Context: an optimization exercise on an open-source flow, tuned for small area and a short achievable clock period. The choices shown serve that exercise and are no tape-out recipe. Function was checked by simulation only, so behaviour that the tests miss may differ from the original. Power figures rest on the tool's default switching activity, not on a simulated workload.

==> flow/design.v (excerpt) <==
module tinyalu (
	input  [7:0]  A,
	input  [7:0]  B,
	input  [2:0]  op,
	input         clk,
	input         reset_n,
	input         start,
	output        done,
	output [15:0] result
);
Size: roughly 91 flip-flops, roughly 39 I/O pins.
clock: 4.2 ns
lec_check: 0
cap_margin: 20
core_margin: 2
core_utilization: 40
cts_buf_list: sky130_fd_sc_hd__clkbuf_8
setup_slack_margin: 1.7
slew_margin: 20
synth_hierarchical: 1
standard.sh (not shown) runs the stock make flow with config.mk's settings and CLKGATE_MAP_FILE= SYNTH_SCRIPT=/design/flow/synth_recipe.tcl, a recipe that flattens the netlist after the stock synthesis.
==> flow/flow/run.sh <==
#!/bin/bash
# Layout flow: the standard flow (standard.sh, ORFS) with these changes only:
#  - the ports are buffered with sky130_fd_sc_hd__buf_1 (BUFFER_PORTS_ARGS);
#  - synthesis does not extract full/half adders into fa/ha cells (ADDER_MAP_FILE
#    empty), so ABC maps the adders;
#  - ABC maps module alu_add with ORFS's speed script and the rest of the design
#    with flow/abc_area_d.script (delay-oriented mapping with area recovery).
# Synthesis is otherwise the standard flow's own script (synth_recipe.tcl: synth -nofsm -noshare,
# flatten, rename), so the registers are the standard synthesis's.
set -euo pipefail
W=$PWD
F=$W/flow
python3 $F/patch_synth.py "$FLOW_HOME/scripts/synth.tcl" $W/synth_my.tcl > patch.log 2>&1
sed "s#^source \$::env(SCRIPTS_DIR)/synth.tcl#source $W/synth_my.tcl#" synth_recipe.tcl > synth_recipe_my.tcl
grep -q "^source $W/synth_my.tcl" synth_recipe_my.tcl
sed "s#SYNTH_SCRIPT=[^ ]*synth_recipe.tcl#SYNTH_SCRIPT=$W/synth_recipe_my.tcl#" standard.sh > standard_my.sh
grep -q "SYNTH_SCRIPT=$W/synth_recipe_my.tcl" standard_my.sh
export BUFFER_PORTS_ARGS="-buffer_cell sky130_fd_sc_hd__buf_1"
export ADDER_MAP_FILE=
export MY_ABC_SCRIPT=$F/abc_area_d.script
export MY_ABC_SPEED_MODULES=alu_add
# clock tree: CTS with clkbuf_8 and without dummy loads
export CTS_ARGS="-sink_clustering_enable -repair_clock_nets -buf_list sky130_fd_sc_hd__clkbuf_8 -dont_use_dummy_load"
bash standard_my.sh > standard.log 2>&1
==> flow/flow/abc_area_d.script <==
strash
&get -n
&fraig -x
&put
scorr
dc2
dretime
strash
&get -n
&dch -f
&nf {D}
&put
==> flow/flow/patch_synth.py <==
#!/usr/bin/env python3
"""Write a copy of ORFS's synth.tcl (argv[1]) to argv[2] in which the ABC mapping
step maps the modules in MY_ABC_SPEED_MODULES with ORFS's own script and the rest
with the script MY_ABC_SCRIPT. Nothing else in synthesis changes."""
import sys
src = open(sys.argv[1]).read()
old = "  log_cmd abc {*}$abc_args\n"
new = """  if { [info exists ::env(MY_ABC_SPEED_MODULES)] } {
    foreach m $::env(MY_ABC_SPEED_MODULES) { log_cmd abc {*}$abc_args $m }
  }
  log_cmd abc {*}[lreplace $abc_args 1 1 $::env(MY_ABC_SCRIPT)]
"""
assert src.count(old) == 1, "abc call not found in synth.tcl"
open(sys.argv[2], "w").write(src.replace(old, new))
The starting point completed with no timing, DRC or antenna violations.
Next try:
==> flow/flow/abc_area_d.script (replaced) <==
strash
&get -n
&fraig -x
&put
scorr
dc2
dretime
strash
&get -n
&dch -f
&nf {D}
&put
buffer -c
topo
stime -c
upsize -c {D}
dnsize -c {D}
- CORE_UTILIZATION: 40 -> 55
- PLACE_DENSITY: default -> 0.7
- SETUP_SLACK_MARGIN: 1.7 -> 1.6
Effect: The new run finished with timing, DRC and antenna clean; design area decreases by about 3%; synthesized area came out higher by 3.8%; worst setup slack got worse by 6.7 ps.
Next try:
--- a/flow/flow/run.sh
+++ b/flow/flow/run.sh
@@ -20,5 +20,4 @@
 export MY_ABC_SCRIPT=$F/abc_area_d.script
 export MY_ABC_SPEED_MODULES=alu_add
-# clock tree: CTS with clkbuf_8 and without dummy loads
-export CTS_ARGS="-sink_clustering_enable -repair_clock_nets -buf_list sky130_fd_sc_hd__clkbuf_8 -dont_use_dummy_load"
+export RECOVER_POWER=100
 bash standard_my.sh > standard.log 2>&1
- CORE_UTILIZATION: 55 -> 40
- PLACE_DENSITY: 0.7 -> default
- SETUP_SLACK_MARGIN: 1.6 -> 1.7
Outcome:
- The new run reached the layout checks and failed them: max-capacitance violations, max-slew violations
- area after synthesis stays the same
- clock power grows by 42%
- utilization shrinks by 16 points
- first-iteration DRC count grows by 28%
- clock-buffer cell count does not change
- final cell count grows by 6.8%
- non-clock buffer count shrinks by 3
- total power grows by 10%
- wire length grows by 6.6%

-- re-timing with driven ports --
The results above use ideal ports. As a check the final layouts listed here were re-extracted and re-timed, cells and wires unchanged. Step 1 sets driving cells, clkbuf_16 on the clock port and buf_2 on the other inputs (assumed; they add their load-dependent delay and slew). Step 2, shift: input delay + t, output delay - t, t = (earliest + latest rising clock arrival at the registers) / 2. This alone moves slack from input paths to output paths. Three values: ideal ports, drivers, drivers and shift; two values: the first two.
run | t, ns | slack for setup (ns) | worst setup path after step 2 | worst data-port slew with drivers (ns) | cell pins on the clock port's net
the first run | 0.374 | 1.704 / 1.677 / 1.448 | input to register | 0.04 | 1
the second run | 0.380 | 1.697 / 1.678 / 1.552 | input to register | 0.03 | 1
the third run | 0.388 | 1.141 / 1.149 / 0.761 | input to register | 0.05 | 1
The setup slack of the third run, which loses most, moves by +0.008 ns with the drivers and by -0.380 ns with both steps.
